Source: an optimization exercise on an open RTL-to-GDS flow (aim: small area). Production flows keep margins and buffers that such runs may drop.
Where RTL was checked, it was by simulation tests only, not by an equivalence proof against the original.
For runs 1 and 5, only the layout was checked, not whether the RTL still works.
Power and IR drop assume default switching activity.

--- flow/config.mk ---
export PLATFORM = sky130hd
export DESIGN_NAME = riscvCpu
export DESIGN_NICKNAME = riscvCpu
export VERILOG_FILES = /design/flow/design.v
export SDC_FILE = /design/flow/constraint.sdc
export NUM_CORES = 4
export LEC_CHECK = 0
export ABC_AREA = 1
export CAP_MARGIN = 20
export CORE_MARGIN = 2
export CORE_UTILIZATION = 40
export SLEW_MARGIN = 20
--- flow/constraint.sdc ---
create_clock -name core_clock -period 9.0 [get_ports {clk}]
set_input_delay 1.8000 -clock core_clock [delete_from_list [all_inputs] [get_ports {clk}]]
set_output_delay 1.8000 -clock core_clock [all_outputs]
set_load 0.01 [all_outputs]
--- flow/design.v ---
module riscvCpu #(parameter PC_WIDTH = 32, INS_WIDTH = 32, REG_WIDTH = 32, IMMFULLWIDTH = 19, REG_ADDR_WIDTH = 5, TOTAL_REGS = 32) (
  input logic resetn,
  input logic clk,
  input logic [REG_WIDTH-1:0] regRdData1,
  input logic [REG_WIDTH-1:0] regRdData2,
  input logic [REG_WIDTH-1:0] memrdData,
  input logic [INS_WIDTH-1:0] InstrData,
  output logic [REG_ADDR_WIDTH-1:0] regWrAdr,
  output logic [REG_ADDR_WIDTH-1:0] regRdAdr1,
  output logic [REG_ADDR_WIDTH-1:0] regRdAdr2,
  output logic regWE,
  output logic [REG_WIDTH-1:0] regWrData,
  output logic [PC_WIDTH-1:0] memAdr,
  output logic [REG_WIDTH-1:0] memwrData,
  output logic memWE,
  output logic [PC_WIDTH-1:0] InstrAdr
);
  function automatic logic is_ctrl(input logic [6:0] op);
    is_ctrl = (op == 7'h63) || (op == 7'h6F) || (op == 7'h67);
  endfunction
  logic [31:0] pc;             
  logic [31:0] instr;          
  logic [31:0] ir;             
  logic [31:0] e_rs1, e_rs2;   
  logic [6:0]  e_op;
  logic [4:0]  e_rd, e_ra1, e_ra2;
  logic [2:0]  e_f3;
  logic [6:0]  e_f7;
  logic [31:0] m_res;          
  logic [31:0] badr;           
  logic        dobr;
  logic        m_ctrl, m_load, m_wr, m_fwd;
  logic [4:0]  m_rd;
  logic [31:0] w_val;          
  logic        w_wr, w_fwd;
  logic [4:0]  w_rd;
  logic        f0, f1, f2, f3;   
  logic        g1, g2, g3, g4;   
  logic w_stall;
  always_comb
    w_stall = resetn && (is_ctrl(instr[6:0]) || is_ctrl(ir[6:0]) || is_ctrl(e_op) || m_ctrl);
  logic [31:0] pc_inc;
  assign pc_inc = pc + 32'd4;
  assign InstrAdr = pc;
  always_ff @(posedge clk or negedge resetn)
    if (!resetn) pc <= 32'd0;
    else if (dobr) pc <= badr;
    else if (!w_stall) pc <= pc_inc;
  always_ff @(posedge clk) begin
    instr <= w_stall ? 32'h00000013 : InstrData;
    ir <= instr;
  end
  always_ff @(posedge clk or negedge resetn)
    if (!resetn) begin
      {f0, f1, f2, f3} <= 4'b0;
      {g1, g2, g3, g4} <= 4'b0;
    end else begin
      f0 <= !dobr && !w_stall;
      f1 <= f0;
      f2 <= f1;
      f3 <= f2;
      g1 <= dobr;
      g2 <= g1;
      g3 <= g2;
      g4 <= g3;
    end
  assign regRdAdr1 = ir[19:15];
  assign regRdAdr2 = ir[24:20];
  logic byp1, byp2;
  logic [31:0] rs1_data, rs2_data;
  assign byp1 = (w_rd == ir[19:15]) && (w_rd != 5'd0);
  assign byp2 = (w_rd == ir[24:20]) && (w_rd != 5'd0);
  assign rs1_data = byp1 ? (w_wr ? w_val : 32'd0) : regRdData1;
  assign rs2_data = byp2 ? (w_wr ? w_val : 32'd0) : regRdData2;
  always_ff @(posedge clk or negedge resetn)
    if (!resetn) begin
      e_op <= 7'd0;
      e_rd <= 5'd0;
    end else begin
      e_op <= ir[6:0];
      e_rd <= ir[11:7];
    end
  always_ff @(posedge clk) begin
    e_rs1 <= rs1_data;
    e_rs2 <= rs2_data;
    e_ra1 <= ir[19:15];
    e_ra2 <= ir[24:20];
    e_f3  <= ir[14:12];
    e_f7  <= ir[31:25];
  end
  logic is_op, is_opi, is_auipc, is_lui, is_jal, is_jalr, is_br, is_ld, is_st;
  assign is_op    = e_op == 7'h33;
  assign is_opi   = e_op == 7'h13;
  assign is_auipc = e_op == 7'h17;
  assign is_lui   = e_op == 7'h37;
  assign is_jal   = e_op == 7'h6F;
  assign is_jalr  = e_op == 7'h67;
  assign is_br    = e_op == 7'h63;
  assign is_ld    = e_op == 7'h03;
  assign is_st    = e_op == 7'h23;
  logic [31:0] imm;
  always_comb begin
    if (is_opi || is_ld || is_jalr) imm = {{21{e_f7[6]}}, e_f7[5:0], e_ra2};
    else if (is_st)                 imm = {{21{e_f7[6]}}, e_f7[5:0], e_rd};
    else if (is_br)                 imm = {{20{e_f7[6]}}, e_rd[0], e_f7[5:0], e_rd[4:1], 1'b0};
    else if (is_lui || is_auipc)    imm = {e_f7, e_ra2, e_ra1, e_f3, 12'b0};
    else if (is_jal)                imm = {{12{e_f7[6]}}, e_ra1, e_f3, e_ra2[0], e_f7[5:0], e_ra2[4:1], 1'b0};
    else                            imm = 32'd0;
  end
  logic mh1, mh2, wh1, wh2;
  logic [31:0] opd1, opd2;
  assign mh1 = (m_rd == e_ra1) && (m_rd != 5'd0);
  assign mh2 = (m_rd == e_ra2) && (m_rd != 5'd0);
  assign wh1 = (w_rd == e_ra1) && (w_rd != 5'd0);
  assign wh2 = (w_rd == e_ra2) && (w_rd != 5'd0);
  assign opd1 = mh1 ? (m_fwd ? m_res : 32'd0) : wh1 ? (w_fwd ? w_val : 32'd0) : e_rs1;
  assign opd2 = mh2 ? (m_fwd ? m_res : 32'd0) : wh2 ? (w_fwd ? w_val : 32'd0) : e_rs2;
  logic [2:0]  n_adv;
  logic [31:0] pc_back, base, tgt;
  assign n_adv   = {2'b0, f0} + {2'b0, f1} + {2'b0, f2} + {2'b0, is_jal & f3};
  assign pc_back = pc - {27'd0, n_adv, 2'b00};
  always_comb begin
    if (is_jalr || is_ld || is_st)             base = opd1;
    else if (is_auipc || is_br || (is_jal && !g4)) base = pc_back;
    else if (is_jal)                           base = badr;
    else                                       base = 32'd0;
  end
  assign tgt = base + imm;
  assign memWE     = is_st;
  assign memwrData = opd2;
  assign memAdr    = (is_ld || is_st) ? tgt : 32'd0;
  logic        sub;
  logic [31:0] ain, bin, bx, sum;
  logic        cout, ult, eq, slt_s, btkn;
  assign ain = opd1;
  assign bin = (is_op || is_br) ? opd2 : tgt;
  assign sub = is_br || ((is_op || is_opi) &&
               ((e_f3 == 3'd0) ? (is_op && (e_f7 != 7'd0)) : (e_f3 == 3'd2 || e_f3 == 3'd3)));
  assign bx  = bin ^ {32{sub}};
  assign {cout, sum} = {1'b0, ain} + {1'b0, bx} + {32'd0, sub};
  assign ult   = !cout;
  assign eq    = (ain == bin);
  assign slt_s = (ain[31] ^ bin[31]) ? ain[31] : ult;
  always_comb
    case (e_f3)
      3'd0: btkn = eq;
      3'd1: btkn = !eq;
      3'd4: btkn = slt_s;
      3'd5: btkn = !slt_s;
      3'd6: btkn = ult;
      3'd7: btkn = !ult;
      default: btkn = 1'b0;
    endcase
  logic        left;
  logic [31:0] shin, shout, shres;
  assign left = (e_f3 == 3'd1);
  always_comb
    for (int i = 0; i < 32; i++) shin[i] = left ? ain[31-i] : ain[i];
  assign shout = shin >> bin[4:0];
  always_comb
    for (int i = 0; i < 32; i++) shres[i] = left ? shout[31-i] : shout[i];
  logic [31:0] alu;
  always_comb
    case (e_f3)
      3'd0: alu = sum;
      3'd1: alu = shres;
      3'd2: alu = {31'd0, ult};
      3'd3: alu = {31'd0, ult};
      3'd4: alu = ain ^ bin;
      3'd5: alu = shres;
      3'd6: alu = ain | bin;
      default: alu = ain & bin;
    endcase
  logic [31:0] res;
  always_comb begin
    if (is_auipc)     res = sum;
    else if (is_jalr) res = pc;
    else if (is_jal)  res = pc_inc;
    else if (is_lui)  res = imm;
    else              res = alu;
  end
  logic fwd_next;
  assign fwd_next = is_op || is_opi || is_auipc || is_jalr || is_lui;
  always_ff @(posedge clk) begin
    m_res  <= res;
    m_fwd  <= fwd_next;
    m_load <= is_ld;
    m_wr   <= fwd_next || is_ld || is_jal;
    m_ctrl <= is_br || is_jal || is_jalr;
    m_rd   <= e_rd;
    dobr   <= is_jal || is_jalr || (is_br && btkn);
    if (is_br || is_jal || is_jalr) badr <= tgt;
    else if (dobr)                  badr <= pc;
  end
  always_ff @(posedge clk) begin
    w_val <= m_load ? memrdData : m_res;
    w_wr  <= m_wr;
    w_fwd <= m_fwd;
    w_rd  <= m_rd;
  end
  assign regWE     = w_wr && (w_rd != 5'd0);
  assign regWrAdr  = w_rd;
  assign regWrData = w_val;
endmodule
--- flow/run.sh ---
#!/bin/bash
# synth_recipe.tcl (not shown) runs the flow's synth.tcl, then flattens the netlist and writes it again
# the make line also repeats each setting of config.mk as NAME=value (left out here)
make -C /OpenROAD-flow-scripts/flow DESIGN_CONFIG=/design/flow/config.mk WORK_HOME=/design/flow/orfs CLKGATE_MAP_FILE= SYNTH_SCRIPT=/design/flow/synth_recipe.tcl finish
==> results_dict.tcl, run 1 <==
set metrics [dict create \
    layout_commonest_cell "nand2_1" \
    drv_slew 0 \
    cts.sinks 313 \
    crit_path_end_kind "primary output" \
    yosysWarnings 1 \
    async_flop_share_pct 16.6 \
    top_layer "met5" \
    grt_pass1_wl_um 179000 \
    num_io_pins 275 \
    yosys_register_bits 313 \
    cts_buffer_depth 3 \
    place_ws_ps 32.9 \
    worstPathMaxFanout 3 \
    insertion_delay_ps 610 \
    grt_pass1_vias 25833 \
    cap_violations 0 \
    p_per_area_mw_per_mm2 199 \
    cts_hold_buf 0 \
    final_cell_mix "nand2_1, nand3_1, inv_1" \
    via_per_inst 5.67 \
    rsz0062_at_grt "true" \
    crit_path_frequent_cell "inv_1" \
    overflow 0 \
    multi_input_area_sq_mm 0.0155 \
    dp.cells 4746 \
    vias 27387 \
    seq_area_frac_synth_pct 27.9 \
    drt_iter0_drc 3124 \
    met2_length_um 53300 \
    core-area_sq_mm 0.0605 \
    seq_area_sq_mm 0.00685 \
    syn-instance-count 3795 \
    gp_congestion 1.09 \
    numCtsBuffers 38 \
    utilization_pct 48.9 \
    critPathMaxStageDelay_ps 420 \
    synth_edf_count 32 \
    vdd_drop_max_v 0.000162 \
    hold_violations 0 \
    htree_levels 2 \
    critPathSlowestCell "fa_1" \
    max_slew_margin_pct 21.0 \
    num_rows 90 \
    final_nets 4281 \
    layout_setup_ws_ps 363 \
    drc 0 \
    start_kind "register" \
    clkTransAtPathRegs_ps 60 \
    syn2layout_area_growth_pct 20.6 \
    routed_wl_um 126000 \
    cts_root_buf "clkbuf_16" \
    worstHoldPathType "register to register" \
    finalSetupViolCount 0 \
    avgSynthCellArea_sq_um 6.46 \
    fmax_mhz 116 \
    initial_core_util_pct 40.6 \
    min_period_ps 8640 \
    syn_nets 4063 \
    fin_skew_ps 46.2 \
    fp.dieH_um 252 \
    fin_area_sq_mm 0.0296 \
    wl_met3_um 12000 \
    io_buffers 274 \
    gr-usage-all-layers_pct 38.8 \
    drive_gt1_share_pct 9.10 \
    synth_ff_type "dfxtp_1" \
    netlist_area_sq_mm 0.0245 \
    worstMarginPinSlew_ps 1170 \
    critPathRequiredTime_ps 7200 \
    nFillCells 6406 \
    grt_max_degree 65 \
    cts_tree "built" \
    antenna_found_initial 5 \
    min_period_over_period_pct 96.0 \
    die_w_um 252 \
    outcome "finished clean" \
    dp_hpwl_um 99600 \
    antenna_left 0 \
    post_drt_wl_per_cell_um 26.0 \
    worst-setup-path-type "register to primary output" \
    synth_cell_type_count 64 \
    placed_area_sq_mm 0.0281 \
    crit_arrival_ps 6840 \
    fin_cells 4828 \
    power_uw 5900 \
    drtPass1Iterations 6 \
    p_leak_uw 0.0142 \
    die_area_sq_mm 0.0633 \
    met1_length_um 51900 \
]
==> repair_timing <==
action                                 CTS  global route
resized for setup                       15            49
setup endpoints to repair                7            29
endpoints found under the hold margin    0             0
buffers inserted                         2             7
pin swaps                                5            17
==> where the power goes <==
part	internal [uW]	switching (uW)	total (uW)
Combinational	842	1500	2340
Clock	879	709	1590
Sequential	1630	336	1970
Total	3360	2550	5900
==> synthesized netlist by cell type, types with 6 or more instances <==
cell         n  area share (%)
a211oi_1     6            0.18
a21oi_1    230             4.7
a31oi_1     13            0.33
buf_1       15            0.23
buf_2       36            0.73
buf_4       28            0.86
buf_6       10            0.46
clkbuf_1   117             1.8
clkinv_1     7            0.11
dfrtp_1     52             5.3
dfxtp_1    229              19
edfxtp_1    32             3.9
ha_1       134             6.8
inv_1      365             5.6
inv_2       26            0.40
mux2_2      32             1.5
nand2_1   1048              16
nand2_2     16            0.41
nand3_1    402             8.2
nand3_2      8            0.33
nand3b_1    14            0.43
nand4_1     42             1.1
nor2_1     324             5.0
nor2_2       9            0.23
nor2_4       7            0.32
nor3_1      22            0.45
nor4_1      20            0.51
o211ai_1    49             1.5
o21a_1       6            0.18
o21ai_0    241             4.9
o21ai_1     14            0.29
o21ai_2      8            0.29
o21bai_1     7            0.21
o221ai_1     6            0.21
o22ai_1     18            0.46
or2_2       18            0.46
xnor2_1     38             1.4
xor2_1      93             3.3
==> layer usage <==
layer | vias to the layer above | global-route usage [%]
li1 | 12885 | -
met1 | 12820 | 50.9
met2 | 1387 | 58.0
met3 | 291 | 9.33
met4 | 4 | 22.8
met5 | - | 0
==> worst max-delay path, delay by kind of cell (launching register included) <==
kind                       cells  cell delay, ps
xor gates and xnor gates       1             150
and+or+nand+nor               20            2320
DFF                            1             370
adders and majority gates      5            1630
buffers and inverters         10            1000
AOI/OAI and AO/OA              5             760
==> worst paths after layout <==
check	start	end	slack [ps]	cells after the start
min	instr[22]	ir[22]	320	0
max	e_op[6]	memAdr[28]	360	41
max in group asynchronous	resetn	pc[28]	6890	2
min reg2reg	instr[22]	ir[22]	320	0
max reg2reg	e_op[6]	m_res[13]	420	45
min in group asynchronous	resetn	pc[22]	1140	1
==> layout make-up <==
type / instances / area share [%]
multi-input combinational: 2878 / 52.2
sequential: 313 / 23.1
timing repair buffer: 384 / 12.0
inverter: 398 / 5.05
clock buffer: 52 / 3.60
tap: 782 / 3.31
clock inverter: 18 / 0.655
antenna: 3 / 0.0254
==> state kept, by name (all words and copies together), names as in the netlist, 32 cells and up <==
| name | count |
|---|---|
| badr | 32 |
| e_rs1 | 32 |
| e_rs2 | 32 |
| instr | 32 |
| ir | 32 |
| m_res | 32 |
| pc | 32 |
| w_val | 32 |
==> per-stage QoR <==
stage	setup TNS, ps	hold slack (ps)
CTS	0	322
finish	0	319
global placement	0	310
global route	-237	328
floorplan	0	310
detailed placement	0	312
==> cells by family after synthesis <==
| family | after synthesis | synth area share, % |
|---|---|---|
| adders and majority gates | 138 | 7.16 |
| xor gates and xnor gates | 131 | 4.68 |
| buffers and inverters | 604 | 10.2 |
| DFF | 313 | 27.9 |
| muxes | 32 | 1.47 |
| and+or+nand+nor | 1944 | 34.1 |
| AOI/OAI and AO/OA | 633 | 14.6 |
==> inputs of run 2 (changes only) <==
--- a/flow/design.v
+++ b/flow/design.v
@@ -41,5 +41,13 @@
     w_stall = resetn && (is_ctrl(instr[6:0]) || is_ctrl(ir[6:0]) || is_ctrl(e_op) || m_ctrl);
   logic [31:0] pc_inc;
-  assign pc_inc = pc + 32'd4;
+  always_comb begin : inc
+    logic c;
+    c = 1'b1;
+    pc_inc[1:0] = pc[1:0];
+    for (int i = 2; i < 32; i++) begin
+      pc_inc[i] = pc[i] ^ c;
+      c = c & pc[i];
+    end
+  end
   assign InstrAdr = pc;
   always_ff @(posedge clk or negedge resetn)
@@ -116,20 +124,22 @@
   assign opd1 = mh1 ? (m_fwd ? m_res : 32'd0) : wh1 ? (w_fwd ? w_val : 32'd0) : e_rs1;
   assign opd2 = mh2 ? (m_fwd ? m_res : 32'd0) : wh2 ? (w_fwd ? w_val : 32'd0) : e_rs2;
-  logic [2:0]  n_adv;
+  logic [1:0]  n_adv;
+  logic [29:0] pcb_hi;
   logic [31:0] pc_back, base, tgt;
-  assign n_adv   = {2'b0, f0} + {2'b0, f1} + {2'b0, f2} + {2'b0, is_jal & f3};
-  assign pc_back = pc - {27'd0, n_adv, 2'b00};
-  always_comb begin
-    if (is_jalr || is_ld || is_st)             base = opd1;
+  assign n_adv = is_jal ? ({1'b0, f2} + {1'b0, f3}) : ({1'b0, f0} + {1'b0, f1} + {1'b0, f2});
+  bk_add #(30) u_back (.a(pc[31:2]), .b({28'hfffffff, ~n_adv}), .cin(1'b1), .s(pcb_hi), .cout(), .p(), .g());
+  assign pc_back = {pcb_hi, pc[1:0]};
+  always_comb begin
+    if (is_jalr || is_ld || is_st)                 base = opd1;
     else if (is_auipc || is_br || (is_jal && !g4)) base = pc_back;
-    else if (is_jal)                           base = badr;
-    else                                       base = 32'd0;
-  end
-  assign tgt = base + imm;
+    else if (is_jal)                               base = badr;
+    else                                           base = 32'd0;
+  end
+  bk_add #(32) u_tgt (.a(base), .b(imm), .cin(1'b0), .s(tgt), .cout(), .p(), .g());
   assign memWE     = is_st;
   assign memwrData = opd2;
   assign memAdr    = (is_ld || is_st) ? tgt : 32'd0;
   logic        sub;
-  logic [31:0] ain, bin, bx, sum;
+  logic [31:0] ain, bin, bx, sum, ap, ag;
   logic        cout, ult, eq, slt_s, btkn;
   assign ain = opd1;
@@ -138,7 +148,7 @@
                ((e_f3 == 3'd0) ? (is_op && (e_f7 != 7'd0)) : (e_f3 == 3'd2 || e_f3 == 3'd3)));
   assign bx  = bin ^ {32{sub}};
-  assign {cout, sum} = {1'b0, ain} + {1'b0, bx} + {32'd0, sub};
+  bk_add #(32) u_alu (.a(ain), .b(bx), .cin(sub), .s(sum), .cout(cout), .p(ap), .g(ag));
   assign ult   = !cout;
-  assign eq    = (ain == bin);
+  assign eq    = &ap;
   assign slt_s = (ain[31] ^ bin[31]) ? ain[31] : ult;
   always_comb
@@ -153,9 +163,11 @@
     endcase
   logic        left;
+  logic [4:0]  shamt;
   logic [31:0] shin, shout, shres;
-  assign left = (e_f3 == 3'd1);
+  assign left  = (e_f3 == 3'd1);
+  assign shamt = is_op ? opd2[4:0] : e_ra2;
   always_comb
     for (int i = 0; i < 32; i++) shin[i] = left ? ain[31-i] : ain[i];
-  assign shout = shin >> bin[4:0];
+  assign shout = shin >> shamt;
   always_comb
     for (int i = 0; i < 32; i++) shres[i] = left ? shout[31-i] : shout[i];
@@ -167,8 +179,8 @@
       3'd2: alu = {31'd0, ult};
       3'd3: alu = {31'd0, ult};
-      3'd4: alu = ain ^ bin;
+      3'd4: alu = ap;
       3'd5: alu = shres;
-      3'd6: alu = ain | bin;
-      default: alu = ain & bin;
+      3'd6: alu = ap | ag;
+      default: alu = ag;
     endcase
   logic [31:0] res;
@@ -203,2 +215,33 @@
   assign regWrData = w_val;
 endmodule
+module bk_add #(parameter W = 32) (
+  input  logic [W-1:0] a,
+  input  logic [W-1:0] b,
+  input  logic         cin,
+  output logic [W-1:0] s,
+  output logic         cout,
+  output logic [W-1:0] p,
+  output logic [W-1:0] g
+);
+  logic [W-1:0] gg, pp;
+  assign p = a ^ b;
+  assign g = a & b;
+  always_comb begin
+    gg = g;
+    pp = p;
+    gg[0] = g[0] | (p[0] & cin);
+    for (int k = 0; (1 << k) < W; k++)
+      for (int i = (2 << k) - 1; i < W; i += (2 << k)) begin
+        gg[i] = gg[i] | (pp[i] & gg[i - (1 << k)]);
+        pp[i] = pp[i] & pp[i - (1 << k)];
+      end
+    for (int k = 4; k >= 0; k--)
+      if ((3 << k) - 1 < W)
+        for (int i = (3 << k) - 1; i < W; i += (2 << k)) begin
+          gg[i] = gg[i] | (pp[i] & gg[i - (1 << k)]);
+          pp[i] = pp[i] & pp[i - (1 << k)];
+        end
+  end
+  assign s = p ^ {gg[W-2:0], cin};
+  assign cout = gg[W-1];
+endmodule
==> flow/flow/run.sh (new file) <==
#!/bin/bash
# Own layout flow: the standard ORFS flow (standard.sh, standard synthesis
# unchanged) with two changes to how the layout is made:
#  * the input and output port buffers are the platform's smallest buffer
#    (sky130_fd_sc_hd__buf_1) instead of the delay buffer buffer_ports picks;
#  * clock tree synthesis inserts no dummy loads.
# Each tool's full output is kept in a log file in the folder this runs in.
set -euo pipefail
bash standard.sh \
  "BUFFER_PORTS_ARGS=-buffer_cell sky130_fd_sc_hd__buf_1" \
  "CTS_ARGS=-sink_clustering_enable -repair_clock_nets -dont_use_dummy_load" \
  finish > make_finish.log 2>&1
cp orfs/logs/sky130hd/riscvCpu/base/*.log . 2>/dev/null || true
==> flow/standard.sh (new file) <==
#!/bin/bash
# synth_recipe.tcl (not shown) runs the flow's synth.tcl, then flattens the netlist and writes it again
# the make line also repeats each setting of config.mk as NAME=value (left out here)
make -C /OpenROAD-flow-scripts/flow DESIGN_CONFIG=/design/flow/config.mk WORK_HOME=/design/flow/orfs CLKGATE_MAP_FILE= SYNTH_SCRIPT=/design/flow/synth_recipe.tcl "${@:-finish}"
--- a/flow/config.mk
+++ b/flow/config.mk
@@ -6,5 +6,4 @@
 export NUM_CORES = 4
 export LEC_CHECK = 0
-export ABC_AREA = 1
 export CAP_MARGIN = 20
 export CORE_MARGIN = 2
removed: flow/run.sh
==> results_dict.tcl, run 2 <==
set metrics [dict create \
    crit_path_end_kind "primary output" \
    fin_cells 3855 \
    p_per_area_mw_per_mm2 184 \
    netlist_area_sq_mm 0.0227 \
    syn_nets 3121 \
    overflow 0 \
    synth.area.top_cells "dfxtp_1, ha_1, nand2_1" \
    num_io_pins 275 \
    core-area_sq_mm 0.0563 \
    critPathRequiredTime_ps 7200 \
    outcome "finished clean" \
    routed_wl_um 105000 \
    crit_arrival_ps 6970 \
    fmax_mhz 114 \
    worst-setup-path-type "register to primary output" \
    min_period_over_period_pct 97.4 \
    rsz0062_at_grt "true" \
    worstHoldPathType "register to register" \
    initial_core_util_pct 40.3 \
    io_buffers 274 \
    synth_ff_type "dfxtp_1" \
    antenna_found_initial 4 \
    yosys-top-cells-count "nand2_1, o21ai_0, dfxtp_1" \
    avgSynthCellArea_sq_um 8.04 \
    drive_gt1_share_pct 11.1 \
    numCtsBuffers 36 \
    grt_pass1_wl_um 152000 \
    max_slew_margin_pct 20.1 \
    layout_setup_ws_ps 234 \
    critPathTopFamily "simple AND/OR/NAND/NOR gates" \
    grt_max_degree 66 \
    final_cell_mix "nand2_1, buf_1, o21ai_0" \
    p_leak_uw 0.0110 \
    drt_iter0_drc 2402 \
    insertion_delay_ps 580 \
    place_ws_ps 59.9 \
    worstMarginPinSlew_ps 1190 \
    gp_congestion 1.01 \
    synth.most_common_cell "nand2_1" \
    cts.sinks 313 \
    utilization_pct 46.6 \
    cts_hold_buf 0 \
    yosysWarnings 3 \
    synth_top_area_share_pct 20.2 \
    die_w_um 242 \
    die_area_sq_mm 0.0586 \
    gr-usage-all-layers_pct 34.6 \
    cts_root_buf "clkbuf_16" \
    htree_levels 2 \
    cts_buffer_depth 3 \
    cap_violations 0 \
    clkTransAtPathRegs_ps 60 \
    via_per_inst 6.06 \
    synth_cell_type_count 91 \
    start_kind "register" \
    fin_hold_ws_ps 316 \
    dp_hpwl_um 81700 \
    drv_slew 0 \
    cts_tree "built" \
    post_drt_wl_per_cell_um 27.2 \
    crit_path_frequent_cell "or3_4" \
    fp.dieH_um 242 \
    async_flop_share_pct 16.6 \
    met2_length_um 44400 \
    synth_top_area_cell "dfxtp_1" \
    drc 0 \
    num_rows 87 \
    fin_tns_setup_ps 0 \
    synth_edf_count 32 \
    final_nets 3401 \
    finalSetupViolCount 0 \
    critPathMaxStageDelay_ps 540 \
    worstPathMaxFanout 3 \
    vdd_drop_max_v 0.000145 \
    antenna_left 0 \
    crit_buf_inv 2 \
    met1_length_um 47400 \
    critPathSlowestCell "fa_1" \
    wl_met3_um 8940 \
    fin_skew_ps 57.6 \
    yosys_register_bits 313 \
    top_layer "met5" \
    layout_commonest_cell "nand2_1" \
    min_period_ps 8770 \
    drtPass1Iterations 8 \
    vias 23346 \
    grt_pass1_vias 22072 \
    hold_violations 0 \
    dp.cells 3803 \
    syn-instance-count 2820 \
    nFillCells 5748 \
    syn2layout_area_growth_pct 15.7 \
    seq_area_frac_synth_pct 30.2 \
]
## run 2: cell types whose count changed in the layout (fill, tap and decap cells not counted), moves of 54 or more
cell,previous run,this run
buf_1,0,272
buf_4,110,173
clkdlybuf4s50_1,266,0
inv_1,362,124
mux2i_1,0,106
nand2_1,1041,362
nand3_1,396,72
nor2_1,314,192
xor2_1,91,37
## run 2: where the power goes
part / internal [uW] / switching, uW / total [uW]
clock network: 701 / 568 / 1270
logic: 637 / 1060 / 1690
registers: 1620 / 256 / 1870
total: 2960 / 1880 / 4840
## run 2: logic make-up after synthesis
group / synth area share (%)
and+or+nand+nor: 17.8
AOI/OAI and AO/OA: 23.6
buffers and inverters: 6.06
DFF: 30.2
adders and majority gates: 10.6
muxes: 7.30
xor gates and xnor gates: 4.44
## run 2: through the flow
step | power [uW] | instance area, sq um
floorplan | 2790 | 22700
global placement | 3490 | 25100
detailed placement | 3500 | 25100
CTS | 4790 | 26000
global route | 5060 | 26200
finish | 4840 | 26200
## run 2: worst register-to-register path: cells and delay by family (launching register included)
family | cells | cell delay [ps]
simple gates | 6 | 1280
buf+inv | 1 | 190
compound gates | 21 | 3960
flops | 1 | 350
fa+ha+maj | 5 | 1920
xor+xnor | 4 | 780
## run 2: area by class of cell
class / instances / area [sq um] / area share (%)
Multi-Input combinational cell: 2170 / 14700 / 55.8
Sequential cell: 313 / 6850 / 26.1
Timing Repair Buffer: 452 / 2410 / 9.19
Tap cell: 756 / 946 / 3.60
Clock buffer: 36 / 901 / 3.43
Inverter: 127 / 477 / 1.82
Antenna cell: 1 / 2.50 / 0.00953
## run 2: per-layer routing
layer  vias to the layer above  GRT usage, %
li1                      10584             -
met1                     11363          50.5
met2                      1214          51.9
met3                       179          5.06
met4                         6          12.1
met5                         -             0
## run 2: final timing paths
path | start | end | slack, ps | depth (start not counted)
max in group asynchronous | resetn | e_rd[3] | 6990 | 2
hold reg to reg | ir[7] | e_rd[0] | 320 | 0
setup / recovery | f0 | memAdr[31] | 230 | 27
setup reg to reg | e_ra1[2] | m_res[23] | 350 | 37
min in group asynchronous | resetn | pc[22] | 1510 | 2
hold / removal | ir[7] | e_rd[0] | 320 | 0
## run 2: timing repair
| action | CTS | global route |
|---|---|---|
| setup buffers | 3 | 12 |
| endpoints found under the setup margin | 3 | 16 |
| endpoints found under the hold margin | 0 | 0 |
| pin swaps | 3 | 18 |
| gates resized for setup | 8 | 30 |
==> inputs of run 3 (changes only) <==
==> flow/flow/run.sh (replaced) <==
#!/bin/bash
# Own layout flow: the standard ORFS flow (standard.sh, standard synthesis
# unchanged) with two changes to how the layout is made:
#  * the input and output port buffers are the platform's smallest buffer
#    (sky130_fd_sc_hd__buf_1) instead of the delay buffer buffer_ports picks;
#  * clock tree synthesis inserts no dummy loads and builds the tree from
#    sky130_fd_sc_hd__clkbuf_4 buffers.
# Each tool's full output is kept in a log file in the folder this runs in.
set -euo pipefail
bash standard.sh \
  "BUFFER_PORTS_ARGS=-buffer_cell sky130_fd_sc_hd__buf_1" \
  "CTS_ARGS=-sink_clustering_enable -repair_clock_nets -dont_use_dummy_load -buf_list sky130_fd_sc_hd__clkbuf_4" \
  finish > make_finish.log 2>&1
cp orfs/logs/sky130hd/riscvCpu/base/*.log . 2>/dev/null || true
==> results_dict.tcl, run 3 <==
set metrics [dict create \
    outcome "finished clean" \
    p_per_area_mw_per_mm2 175 \
    max_slew_margin_pct 19.0 \
    worst-setup-path-type "register to primary output" \
    final_cell_mix "nand2_1, buf_1, o21ai_0" \
    drc 0 \
    fmax_mhz 112 \
    crit_path_end_kind "primary output" \
    die_w_um 242 \
    grt_pass1_vias 22596 \
    syn-instance-count 2820 \
    async_flop_share_pct 16.6 \
    gp_congestion 1.01 \
    fp.dieH_um 242 \
    cts.sinks 313 \
    place_ws_ps 59.9 \
    numCtsBuffers 88 \
    synth_top_area_cell "dfxtp_1" \
    crit_arrival_ps 7150 \
    seq_area_sq_mm 0.00685 \
    dp.cells 3803 \
    overflow 0 \
    cts_buffer_depth 3 \
    cap_violations 0 \
    drtPass1Iterations 6 \
    grt_max_degree 66 \
    min_period_ps 8950 \
    io_buffers 274 \
    critPathMaxStageDelay_ps 550 \
    layout_setup_ws_ps 50.1 \
    syn_nets 3121 \
    yosys_register_bits 313 \
    seq_area_frac_synth_pct 30.2 \
    syn2layout_area_growth_pct 15.3 \
    power_uw 4580 \
    fin_cells 3912 \
    synth_compound_area_share_pct 23.6 \
    insertion_delay_ps 860 \
    antenna_left 0 \
    crit_path_frequent_cell "or3_4" \
    cts_hold_buf 0 \
    worstMarginPinSlew_ps 1200 \
    synthSimpleGateAreaFrac_pct 17.8 \
    rsz0062_at_grt "true" \
    layout_commonest_cell "nand2_1" \
    crit_buf_inv 3 \
    cts_root_buf "clkbuf_4" \
    htree_levels 3 \
    die_area_sq_mm 0.0586 \
    cts_tree "built" \
    synth_top_area_share_pct 20.2 \
    start_kind "register" \
    synth_cell_type_count 91 \
    utilization_pct 46.5 \
    yosys-top-cells-count "nand2_1, o21ai_0, dfxtp_1" \
    antenna_found_initial 1 \
    fin_skew_ps 114 \
    multi_input_area_sq_mm 0.0148 \
    critPathSlowestCell "fa_1" \
    dp_hpwl_um 81700 \
    grt_pass1_wl_um 154000 \
    drive_gt1_share_pct 13.4 \
    post_drt_wl_per_cell_um 26.9 \
    synth_fa_ha_area_share_pct 10.6 \
    critPathTopFamily "simple AND/OR/NAND/NOR gates" \
    critPathRequiredTime_ps 7200 \
    clkTransAtPathRegs_ps 60 \
    via_per_inst 6.06 \
    reg2reg_slack_ps 400 \
    synth-xor-area-share_pct 4.44 \
    synth_edf_count 32 \
    initial_core_util_pct 40.3 \
    startpoint "f0" \
    drt_iter0_drc 2399 \
    drv_slew 0 \
    final_nets 3456 \
    synth_mux_area_share_pct 7.30 \
    nFillCells 5810 \
    min-delay-start "instr[16]" \
    rr_startpoint "m_rd[1]" \
    synth.most_common_cell "nand2_1" \
    yosysWarnings 3 \
    worstPathMaxFanout 3 \
    vdd_drop_max_v 0.000118 \
    synth.area.top_cells "dfxtp_1, ha_1, nand2_1" \
    gr-usage-all-layers_pct 35.0 \
    num_io_pins 275 \
    vias 23696 \
    synth_top_family_by_area "compound AO/OA/AOI/OAI gates" \
    netlist_area_sq_mm 0.0227 \
    finalSetupViolCount 0 \
    routed_wl_um 105000 \
    synth_ff_type "dfxtp_1" \
    core-area_sq_mm 0.0563 \
    num_rows 87 \
    hold_violations 0 \
    avgSynthCellArea_sq_um 8.04 \
    min_period_over_period_pct 99.4 \
    worstHoldPathType "register to register" \
    p_leak_uw 0.0110 \
]
run 3: cell families (layout without fill, tap and decap cells):
logic type / after synthesis / in the layout
other: 0 / 3
AOI/OAI and AO/OA: 844 / 844
DFF: 313 / 313
xor gates and xnor gates: 115 / 115
adders and majority gates: 171 / 171
and+or+nand+nor: 886 / 886
muxes: 154 / 154
buffers and inverters: 337 / 670
run 3: metal layers:
metal  vias to the layer above  part of all wire (%)  global-route usage, %
li1                      10715                     -                      -
met2                      1239                    42                   52.6
met1                     11540                    45                   50.4
met5                         -                     0                      0
met4                         0                   3.9                   13.0
met3                       202                   8.4                   5.66
run 3: area by class of cell:
| type | count | share of cell area, % |
|---|---|---|
| repair buffers | 455 | 9.35 |
| well taps | 756 | 3.62 |
| inverters | 127 | 1.82 |
| diodes | 3 | 0.0287 |
| flip-flops and latches | 313 | 26.2 |
| clock buffers | 88 | 2.53 |
| multi-input cells | 2170 | 56.4 |
run 3: through the flow:
stage,setup TNS [ps],hold slack (ps),instance area [sq um]
6_report,0,305,26100
5_1_grt,-677,291,26100
4_1_cts,-22.7,300,25900
3_5_place_dp,0,312,25100
3_3_place_gp,0,310,25100
2_1_floorplan,0,310,22700
run 3: worst register-to-register path, delay by kind of cell (launching register included):
kind	cells	cell delay, ps
compound gates	17	3200
simple gates	9	2100
fa+ha+maj	4	1660
buf+inv	5	870
flops	1	350
xor+xnor	2	340
run 3: timing repair:
| action | 4_1_cts | 5_1_grt |
|---|---|---|
| setup buffers | 6 | 12 |
| setup endpoints to repair | 5 | 18 |
| gates resized for setup | 28 | 40 |
| pin swaps | 14 | 23 |
run 3: worst paths after layout:
kind                         endpoint  depth (start not counted)
setup / recovery           memAdr[29]                         26
hold / removal                 ir[16]                          0
setup reg to reg            m_res[30]                         37
hold reg to reg                ir[16]                          0
max in group asynchronous      pc[29]                          2
min in group asynchronous      pc[11]                          2
run 3: report_power, final:
group / internal (uW) / total (uW) / leakage [uW] / switching (uW)
registers: 1620 / 1880 / 0.00287 / 258
clock network: 440 / 1000 / 0.000405 / 560
logic: 643 / 1700 / 0.00772 / 1060
total: 2700 / 4580 / 0.0110 / 1880
==> inputs of run 4 (changes only) <==
==> flow/run.sh (new file) <==
#!/bin/bash
# synth_recipe.tcl (not shown) runs the flow's synth.tcl, then flattens the netlist and writes it again
# the make line also repeats each setting of config.mk as NAME=value (left out here)
make -C /OpenROAD-flow-scripts/flow DESIGN_CONFIG=/design/flow/config.mk WORK_HOME=/design/flow/orfs CLKGATE_MAP_FILE= SYNTH_SCRIPT=/design/flow/synth_recipe.tcl finish
removed: flow/flow/run.sh
removed: flow/standard.sh
==> results_dict.tcl, run 4 <==
set metrics [dict create \
    synth_top_family_by_area "compound AO/OA/AOI/OAI gates" \
    io_buffers 274 \
    grt_pass1_vias 22370 \
    rr_startpoint "e_op[5]" \
    synth_compound_area_share_pct 23.6 \
    syn-instance-count 2820 \
    drt_iter0_drc 2504 \
    crit_arrival_ps 7060 \
    num_rows 87 \
    worstReg2RegEnd "m_res[23]" \
    drive_gt1_share_pct 11.6 \
    antenna_found_initial 0 \
    final_cell_mix "nand2_1, clkdlybuf4s50_1, o21ai_0" \
    synth-xor-area-share_pct 4.44 \
    core-area_sq_mm 0.0563 \
    drtPass1Iterations 7 \
    start_kind "register" \
    overflow 0 \
    ff2ff_path_depth 37 \
    critPathMaxStageDelay_ps 370 \
    die_area_sq_mm 0.0586 \
    worstMarginPinSlew_ps 1220 \
    worstPathMaxFanout 3 \
    worst-setup-path-type "register to primary output" \
    reg2reg_slack_ps 260 \
    antenna_left 0 \
    finalSetupViolCount 0 \
    final_nets 3393 \
    cts_root_buf "clkbuf_16" \
    syn2layout_area_growth_pct 24.5 \
    avgSynthCellArea_sq_um 8.04 \
    layout_commonest_cell "nand2_1" \
    fmax_mhz 113 \
    synth.most_common_cell "nand2_1" \
    post_drt_wl_per_cell_um 27.1 \
    min_period_over_period_pct 98.4 \
    min_period_ps 8860 \
    critPathTopFamily "simple AND/OR/NAND/NOR gates" \
    grt_pass1_wl_um 153000 \
    synth_cell_type_count 91 \
    vias 23465 \
    hold_end "ir[27]" \
    gr-usage-all-layers_pct 34.7 \
    grt_max_degree 66 \
    synth_mux_area_share_pct 7.30 \
    fin_hold_ws_ps 314 \
    outcome "finished clean" \
    insertion_delay_ps 560 \
    nFillCells 5507 \
    max_slew_margin_pct 18.6 \
    p_leak_uw 0.0119 \
    rsz0062_at_grt "true" \
    worstHoldPathType "register to register" \
    drc 0 \
    synth_fa_ha_area_share_pct 10.6 \
    cts_tree "built" \
    cts.sinks 313 \
    netlist_area_sq_mm 0.0227 \
    synth_edf_count 32 \
    clkTransAtPathRegs_ps 60 \
    fin_skew_ps 19.3 \
    async_flop_share_pct 16.6 \
    crit_buf_inv 2 \
    hold_violations 0 \
    yosys-top-cells-count "nand2_1, o21ai_0, dfxtp_1" \
    yosysWarnings 3 \
    cts_hold_buf 0 \
    cts_buffer_depth 3 \
    gp_congestion 1.04 \
    synthSimpleGateAreaFrac_pct 17.8 \
    utilization_pct 50.2 \
    whs_path_depth 0 \
    drv_slew 0 \
    crit_path_frequent_cell "or3_4" \
    vdd_drop_max_v 0.000157 \
    yosys_register_bits 313 \
    p_per_area_mw_per_mm2 189 \
    synth_top_area_share_pct 20.2 \
    crit_path_end_kind "primary output" \
    fp.dieH_um 242 \
    critPathRequiredTime_ps 7200 \
    seq_area_frac_synth_pct 30.2 \
    num_io_pins 275 \
    synth_top_area_cell "dfxtp_1" \
    numCtsBuffers 38 \
    htree_levels 2 \
    dp_hpwl_um 81400 \
    min-delay-start "instr[27]" \
    syn_nets 3121 \
    synth.area.top_cells "dfxtp_1, ha_1, nand2_1" \
    critPathSlowestCell "dfrtp_1" \
    synth_ff_type "dfxtp_1" \
    via_per_inst 6.05 \
    routed_wl_um 105000 \
    die_w_um 242 \
    initial_core_util_pct 40.3 \
    cap_violations 0 \
]
==> run 4: per-layer routing <==
layer | wire length (um) | GRT usage (%)
met1 | 47800 | 50.2
met4 | 3490 | 10.7
met2 | 44700 | 52.1
met5 | 0 | 0
met3 | 9050 | 6.24
==> run 4: cell type report <==
type,count,area (sq um),area share [%]
repair buffers,442,4020,14.2
clock buffers,54,1130,4.01
flip-flops and latches,313,6850,24.2
diodes,1,2.50,0.00886
multi-input cells,2170,14700,51.9
inverters,127,477,1.69
well taps,756,946,3.35
clock inverters,14,148,0.523
==> run 4: through the flow <==
stage / cells / setup TNS (ps) / cell area, sq um / power, uW / setup slack [ps]
after floorplan: 2820 / 0 / 22700 / 2790 / 45.0
after global placement: 3801 / 0 / 26700 / 3660 / 60.5
after detailed placement: 3801 / -3.83 / 26700 / 3680 / -3.83
after CTS: 3871 / 0 / 28100 / 5290 / 31.5
after global routing: 3876 / -235 / 28200 / 5560 / -101
final: 3877 / 0 / 28200 / 5320 / 145
==> run 4: what timing repair did <==
action | in CTS | in global routing
resized for setup | 14 | 40
buffers inserted | 2 | 5
cloned | 0 | 0
pin swaps | 4 | 14
setup endpoints to repair | 5 | 17
==> run 4: logic make-up (layout without fill, tap and decap cells) <==
logic type                 after synthesis  in the layout
other                                    0              1
muxes                                  154            154
adders and majority gates              171            171
AOI/OAI and AO/OA                      844            844
and+or+nand+nor                        886            886
DFF                                    313            313
xor gates and xnor gates               115            115
buffers and inverters                  337            637
==> run 4: worst max path at each step <==
| stage | start | cells past startpoint | endpoint | slack (ps) |
|---|---|---|---|---|
| detailed placement | f0 | 27 | memAdr[31] | -4 |
| finish | e_op[4] | 29 | memAdr[31] | 140 |
| global route | e_op[4] | 29 | memAdr[31] | -100 |
| CTS | f0 | 27 | memAdr[31] | 30 |
| global placement | f0 | 27 | memAdr[31] | 60 |
| floorplan | e_op[4] | 45 | m_res[30] | 50 |
==> run 4: report_power, final <==
group	switching (uW)	internal, uW	leakage (uW)	total [uW]
logic	1060	809	0.00839	1870
clock network	641	939	0.000616	1580
registers	258	1620	0.00287	1870
total	1960	3360	0.0119	5320
==> inputs of run 5 (changes only) <==
--- a/flow/design.v
+++ b/flow/design.v
@@ -33,8 +33,10 @@
   logic [4:0]  m_rd;
   logic [31:0] w_val;          
-  logic        w_wr, w_fwd;
+  logic        w_wr;
   logic [4:0]  w_rd;
-  logic        f0, f1, f2, f3;   
-  logic        g1, g2, g3, g4;   
+  logic        f0, f1, f2;     
+  logic        d1, d2, d3;     
+  logic [1:0]  e_n;            
+  logic        e_j;            
   logic w_stall;
   always_comb
@@ -59,26 +61,35 @@
     ir <= instr;
   end
-  always_ff @(posedge clk or negedge resetn)
-    if (!resetn) begin
-      {f0, f1, f2, f3} <= 4'b0;
-      {g1, g2, g3, g4} <= 4'b0;
-    end else begin
-      f0 <= !dobr && !w_stall;
-      f1 <= f0;
-      f2 <= f1;
-      f3 <= f2;
-      g1 <= dobr;
-      g2 <= g1;
-      g3 <= g2;
-      g4 <= g3;
-    end
+  logic inc_now, ir_jal;
+  assign inc_now = resetn && !dobr && !w_stall;
+  assign ir_jal  = ir[6:0] == 7'h6F;
+  always_ff @(posedge clk) begin
+    f0 <= inc_now;
+    f1 <= f0;
+    f2 <= f1;
+    d1 <= resetn && dobr;
+    d2 <= d1;
+    d3 <= d2;
+    e_n <= ir_jal ? ({1'b0, f1} + {1'b0, f2}) : ({1'b0, inc_now} + {1'b0, f0} + {1'b0, f1});
+    e_j <= d3;
+  end
   assign regRdAdr1 = ir[19:15];
   assign regRdAdr2 = ir[24:20];
-  logic byp1, byp2;
+  logic [31:0] res, res_fwd, m_fwdv, w_byp;
+  logic        fwd_next;
   logic [31:0] rs1_data, rs2_data;
-  assign byp1 = (w_rd == ir[19:15]) && (w_rd != 5'd0);
-  assign byp2 = (w_rd == ir[24:20]) && (w_rd != 5'd0);
-  assign rs1_data = byp1 ? (w_wr ? w_val : 32'd0) : regRdData1;
-  assign rs2_data = byp2 ? (w_wr ? w_val : 32'd0) : regRdData2;
+  assign res_fwd = fwd_next ? res : 32'd0;
+  assign m_fwdv  = m_fwd ? m_res : 32'd0;
+  assign w_byp   = w_wr ? w_val : 32'd0;
+  always_comb begin
+    if ((e_rd == ir[19:15]) && (e_rd != 5'd0))      rs1_data = res_fwd;
+    else if ((m_rd == ir[19:15]) && (m_rd != 5'd0)) rs1_data = m_fwdv;
+    else if ((w_rd == ir[19:15]) && (w_rd != 5'd0)) rs1_data = w_byp;
+    else                                            rs1_data = regRdData1;
+    if ((e_rd == ir[24:20]) && (e_rd != 5'd0))      rs2_data = res_fwd;
+    else if ((m_rd == ir[24:20]) && (m_rd != 5'd0)) rs2_data = m_fwdv;
+    else if ((w_rd == ir[24:20]) && (w_rd != 5'd0)) rs2_data = w_byp;
+    else                                            rs2_data = regRdData2;
+  end
   always_ff @(posedge clk or negedge resetn)
     if (!resetn) begin
@@ -116,21 +127,14 @@
     else                            imm = 32'd0;
   end
-  logic mh1, mh2, wh1, wh2;
   logic [31:0] opd1, opd2;
-  assign mh1 = (m_rd == e_ra1) && (m_rd != 5'd0);
-  assign mh2 = (m_rd == e_ra2) && (m_rd != 5'd0);
-  assign wh1 = (w_rd == e_ra1) && (w_rd != 5'd0);
-  assign wh2 = (w_rd == e_ra2) && (w_rd != 5'd0);
-  assign opd1 = mh1 ? (m_fwd ? m_res : 32'd0) : wh1 ? (w_fwd ? w_val : 32'd0) : e_rs1;
-  assign opd2 = mh2 ? (m_fwd ? m_res : 32'd0) : wh2 ? (w_fwd ? w_val : 32'd0) : e_rs2;
-  logic [1:0]  n_adv;
+  assign opd1 = e_rs1;
+  assign opd2 = e_rs2;
   logic [29:0] pcb_hi;
   logic [31:0] pc_back, base, tgt;
-  assign n_adv = is_jal ? ({1'b0, f2} + {1'b0, f3}) : ({1'b0, f0} + {1'b0, f1} + {1'b0, f2});
-  bk_add #(30) u_back (.a(pc[31:2]), .b({28'hfffffff, ~n_adv}), .cin(1'b1), .s(pcb_hi), .cout(), .p(), .g());
+  bk_add #(30) u_back (.a(pc[31:2]), .b({28'hfffffff, ~e_n}), .cin(1'b1), .s(pcb_hi), .cout(), .p(), .g());
   assign pc_back = {pcb_hi, pc[1:0]};
   always_comb begin
     if (is_jalr || is_ld || is_st)                 base = opd1;
-    else if (is_auipc || is_br || (is_jal && !g4)) base = pc_back;
+    else if (is_auipc || is_br || (is_jal && !e_j)) base = pc_back;
     else if (is_jal)                               base = badr;
     else                                           base = 32'd0;
@@ -184,5 +188,4 @@
       default: alu = ag;
     endcase
-  logic [31:0] res;
   always_comb begin
     if (is_auipc)     res = sum;
@@ -192,5 +195,4 @@
     else              res = alu;
   end
-  logic fwd_next;
   assign fwd_next = is_op || is_opi || is_auipc || is_jalr || is_lui;
   always_ff @(posedge clk) begin
@@ -208,5 +210,4 @@
     w_val <= m_load ? memrdData : m_res;
     w_wr  <= m_wr;
-    w_fwd <= m_fwd;
     w_rd  <= m_rd;
   end
==> flow/flow/run.sh (new file) <==
#!/bin/bash
# Own layout flow: the standard ORFS flow (standard.sh, standard synthesis
# unchanged) with two changes to how the layout is made:
#  * the input and output port buffers are the platform's smallest buffer
#    (sky130_fd_sc_hd__buf_1) instead of the delay buffer buffer_ports picks;
#  * clock tree synthesis inserts no dummy loads and builds the tree from
#    sky130_fd_sc_hd__clkbuf_4 buffers.
# Each tool's full output is kept in a log file in the folder this runs in.
set -euo pipefail
bash standard.sh \
  "BUFFER_PORTS_ARGS=-buffer_cell sky130_fd_sc_hd__buf_1" \
  "CTS_ARGS=-sink_clustering_enable -repair_clock_nets -dont_use_dummy_load -buf_list sky130_fd_sc_hd__clkbuf_4" \
  finish > make_finish.log 2>&1
cp orfs/logs/sky130hd/riscvCpu/base/*.log . 2>/dev/null || true
==> flow/standard.sh (new file) <==
#!/bin/bash
# synth_recipe.tcl (not shown) runs the flow's synth.tcl, then flattens the netlist and writes it again
# the make line also repeats each setting of config.mk as NAME=value (left out here)
make -C /OpenROAD-flow-scripts/flow DESIGN_CONFIG=/design/flow/config.mk WORK_HOME=/design/flow/orfs CLKGATE_MAP_FILE= SYNTH_SCRIPT=/design/flow/synth_recipe.tcl "${@:-finish}"
--- a/flow/config.mk
+++ b/flow/config.mk
@@ -6,6 +6,6 @@
 export NUM_CORES = 4
 export LEC_CHECK = 0
-export CAP_MARGIN = 20
+export CAP_MARGIN = 0
 export CORE_MARGIN = 2
 export CORE_UTILIZATION = 40
-export SLEW_MARGIN = 20
+export SLEW_MARGIN = 0
removed: flow/run.sh
==> results_dict.tcl, run 5 <==
set metrics [dict create \
    fp.dieH_um 241 \
    insertion_delay_ps 840 \
    layout_commonest_cell "buf_1" \
    critPathSlowestCell "xnor3_2" \
    drt_iter0_drc 2585 \
    hold_violations 0 \
    htree_levels 3 \
    grt_pass1_wl_um 159000 \
    syn-instance-count 2745 \
    cap_violations 0 \
    initial_core_util_pct 40.7 \
    min_period_ps 8540 \
    syn_nets 3046 \
    fmax_mhz 117 \
    synth_top_area_cell "dfxtp_1" \
    numCtsBuffers 85 \
    die_area_sq_mm 0.0581 \
    synth_edf_count 32 \
    final_nets 3377 \
    worstHoldPathType "register to register" \
    synth_cell_type_count 105 \
    synth.area.top_cells "dfxtp_1, ha_1, a21oi_1" \
    antenna_left 0 \
    dp_hpwl_um 88600 \
    gr-usage-all-layers_pct 38.1 \
    fin_hold_ws_ps 314 \
    core-area_sq_mm 0.0553 \
    min_period_over_period_pct 94.9 \
    rsz0062_at_grt "false" \
    gp_congestion 1.09 \
    crit_path_frequent_cell "or3_1" \
    avgSynthCellArea_sq_um 8.19 \
    die_w_um 241 \
    cts_buffer_depth 3 \
    critPathRequiredTime_ps 7200 \
    p_per_area_mw_per_mm2 181 \
    num_io_pins 275 \
    grt_max_degree 65 \
    cts_tree "built" \
    synth.most_common_cell "nand2_1" \
    max_slew_margin_pct 9.95 \
    async_flop_share_pct 14.1 \
    synth_ff_type "dfxtp_1" \
    antenna_found_initial 5 \
    vias 23742 \
    p_leak_uw 0.0107 \
    netlist_area_sq_mm 0.0225 \
    fin_skew_ps 130 \
    cts.sinks 313 \
    yosysWarnings 3 \
    worst-setup-path-type "register to primary output" \
    syn2layout_area_growth_pct 14.2 \
    seq_area_frac_synth_pct 30.3 \
    worstMarginPinSlew_ps 1340 \
    finalSetupViolCount 0 \
    worstPathMaxFanout 4 \
    crit_arrival_ps 6740 \
    final_cell_mix "buf_1, nand2_1, a21oi_1" \
    crit_path_end_kind "primary output" \
    clkTransAtPathRegs_ps 60 \
    yosys_register_bits 313 \
    vdd_drop_max_v 0.000134 \
    crit_buf_inv 6 \
    critPathTopFamily "simple AND/OR/NAND/NOR gates" \
    cts_hold_buf 0 \
    cts_root_buf "clkbuf_4" \
    drtPass1Iterations 8 \
    outcome "finished clean" \
    num_rows 86 \
    power_uw 4650 \
    start_kind "register" \
    post_drt_wl_per_cell_um 29.4 \
    yosys-top-cells-count "nand2_1, a21oi_1, dfxtp_1" \
    drc 0 \
    routed_wl_um 112000 \
    grt_pass1_vias 22830 \
    critPathMaxStageDelay_ps 470 \
    io_buffers 274 \
    drv_slew 0 \
    overflow 0 \
    fin_tns_setup_ps 0 \
    drive_gt1_share_pct 12.6 \
    synth_top_area_share_pct 21.1 \
    via_per_inst 6.21 \
]
==> run 5: changes by cell type in the layout (fill, tap and decap cells not counted), moves of 29 or more <==
cell             previous run  this run
nand3_1                    72       168
nor2b_1                    39        10
nand2_1                   363       254
clkdlybuf4s50_1           267         0
clkbuf_16                  40         0
o21ai_0                   250       170
clkbuf_4                    0        85
buf_1                       0       273
==> run 5: timing repair <==
item	in CTS	in global routing
gates resized for setup	0	20
buffers inserted	0	1
setup endpoints to repair	0	22
==> run 5: path summary, 6_finish.rpt <==
path / start / endpoint / slack, ps / cells after the start
max reg2reg: e_op[6] / e_rs2[22] / 460 / 38
max in group asynchronous: resetn / pc[8] / 7410 / 2
min reg2reg: ir[30] / e_f7[5] / 310 / 0
min: ir[30] / e_f7[5] / 310 / 0
min in group asynchronous: resetn / e_op[4] / 1120 / 2
max: pc[2] / memAdr[31] / 460 / 26
==> run 5: cells by family (layout without fill, tap and decap cells) <==
family,Yosys count,count (layout),synth area share [%]
xor+xnor,111,111,4.38
mux,147,147,7.07
simple gates,854,854,18.3
other cells,0,3,0
flops,313,313,30.3
fa+ha+maj,171,171,10.6
buf+inv,347,676,6.35
compound gates,802,802,23.0
==> run 5: report_power, final <==
part / internal [uW] / switching, uW / leakage [uW]
combinational: 649 / 1020 / 0.00749
clock: 426 / 538 / 0.000391
sequential: 1640 / 376 / 0.00282
==> run 5: final cells by class <==
| class | count | area (sq um) |
|---|---|---|
| Multi-Input combinational cell | 2085 | 14400 |
| Sequential cell | 313 | 6810 |
| Inverter | 141 | 529 |
| Fill cell | 5617 | 29600 |
| Tap cell | 748 | 936 |
| Clock buffer | 85 | 638 |
| Antenna cell | 3 | 7.51 |
| Timing Repair Buffer | 450 | 2360 |
==> run 5: routing by layer <==
| metal | up-vias | GRT usage, % | wire length, um |
|---|---|---|---|
| li1 | 10504 | - | - |
| met4 | 2 | 23.1 | 7370 |
| met1 | 11597 | 49.8 | 45400 |
| met3 | 285 | 7.93 | 10300 |
| met5 | - | 0 | 13 |
| met2 | 1354 | 57.6 | 49300 |
==> run 5: per-stage QoR <==
step	instances	utilization (%)	setup slack (ps)	instance area [sq um]
2_1_floorplan	2745	-	583	22500
4_1_cts	3821	46.3	80.5	25600
6_report	3825	46.4	456	25700
3_5_place_dp	3736	45.1	375	25000
3_3_place_gp	3736	45.1	389	25000
5_1_grt	3824	46.4	9.78	25700
==> run 5: worst reg2reg max path: cells and delay by family, from the launching register on <==
kind / cells / cell delay (ps)
buffers and inverters: 9 / 1500
flip-flops: 1 / 450
adder cells (fa/ha/maj): 4 / 1680
XOR/XNOR: 1 / 200
multiplexers: 1 / 380
AO/OA/AOI/OAI: 16 / 2700
AND/OR/NAND/NOR: 7 / 1520

==> port drivers added, routing unchanged <==
The flow's constraints put no driver on any port. The routed layouts listed below were extracted and timed again, unchanged, in two steps.
Step 1: set_driving_cell puts a clkbuf_16 on clk and a buf_2 on each other input, an assumption about the parent block.
Step 2 times the ports against the registers' clock, not the clock port: input delays grow and output delays shrink by t, the midpoint of the rising clock arrivals with the driver on.
Slacks: ideal / step 1 / step 2; pairs: ideal / step 1.
| run | t (ns) | slack for setup (ns) | hold WS [ns] | worst setup path after step 2 |
|---|---|---|---|---|
| run 1 | 0.658 | 0.363 / 0.296 / 0.416 | 0.319 / 0.319 / 0.319 | register to register |
| run 2 | 0.606 | 0.234 / 0.174 / 0.353 | 0.316 / 0.316 / 0.316 | register to register |
| run 3 | 0.856 | 0.050 / -0.004 / 0.401 | 0.305 / 0.305 / 0.305 | register to register |
| run 4 | 0.617 | 0.145 / 0.082 / 0.262 | 0.314 / 0.314 / 0.314 | register to register |
| run 5 | 0.835 | 0.456 / 0.395 / 0.462 | 0.314 / 0.314 / 0.314 | register to register |
After both steps setup and hold are still met in every run listed.
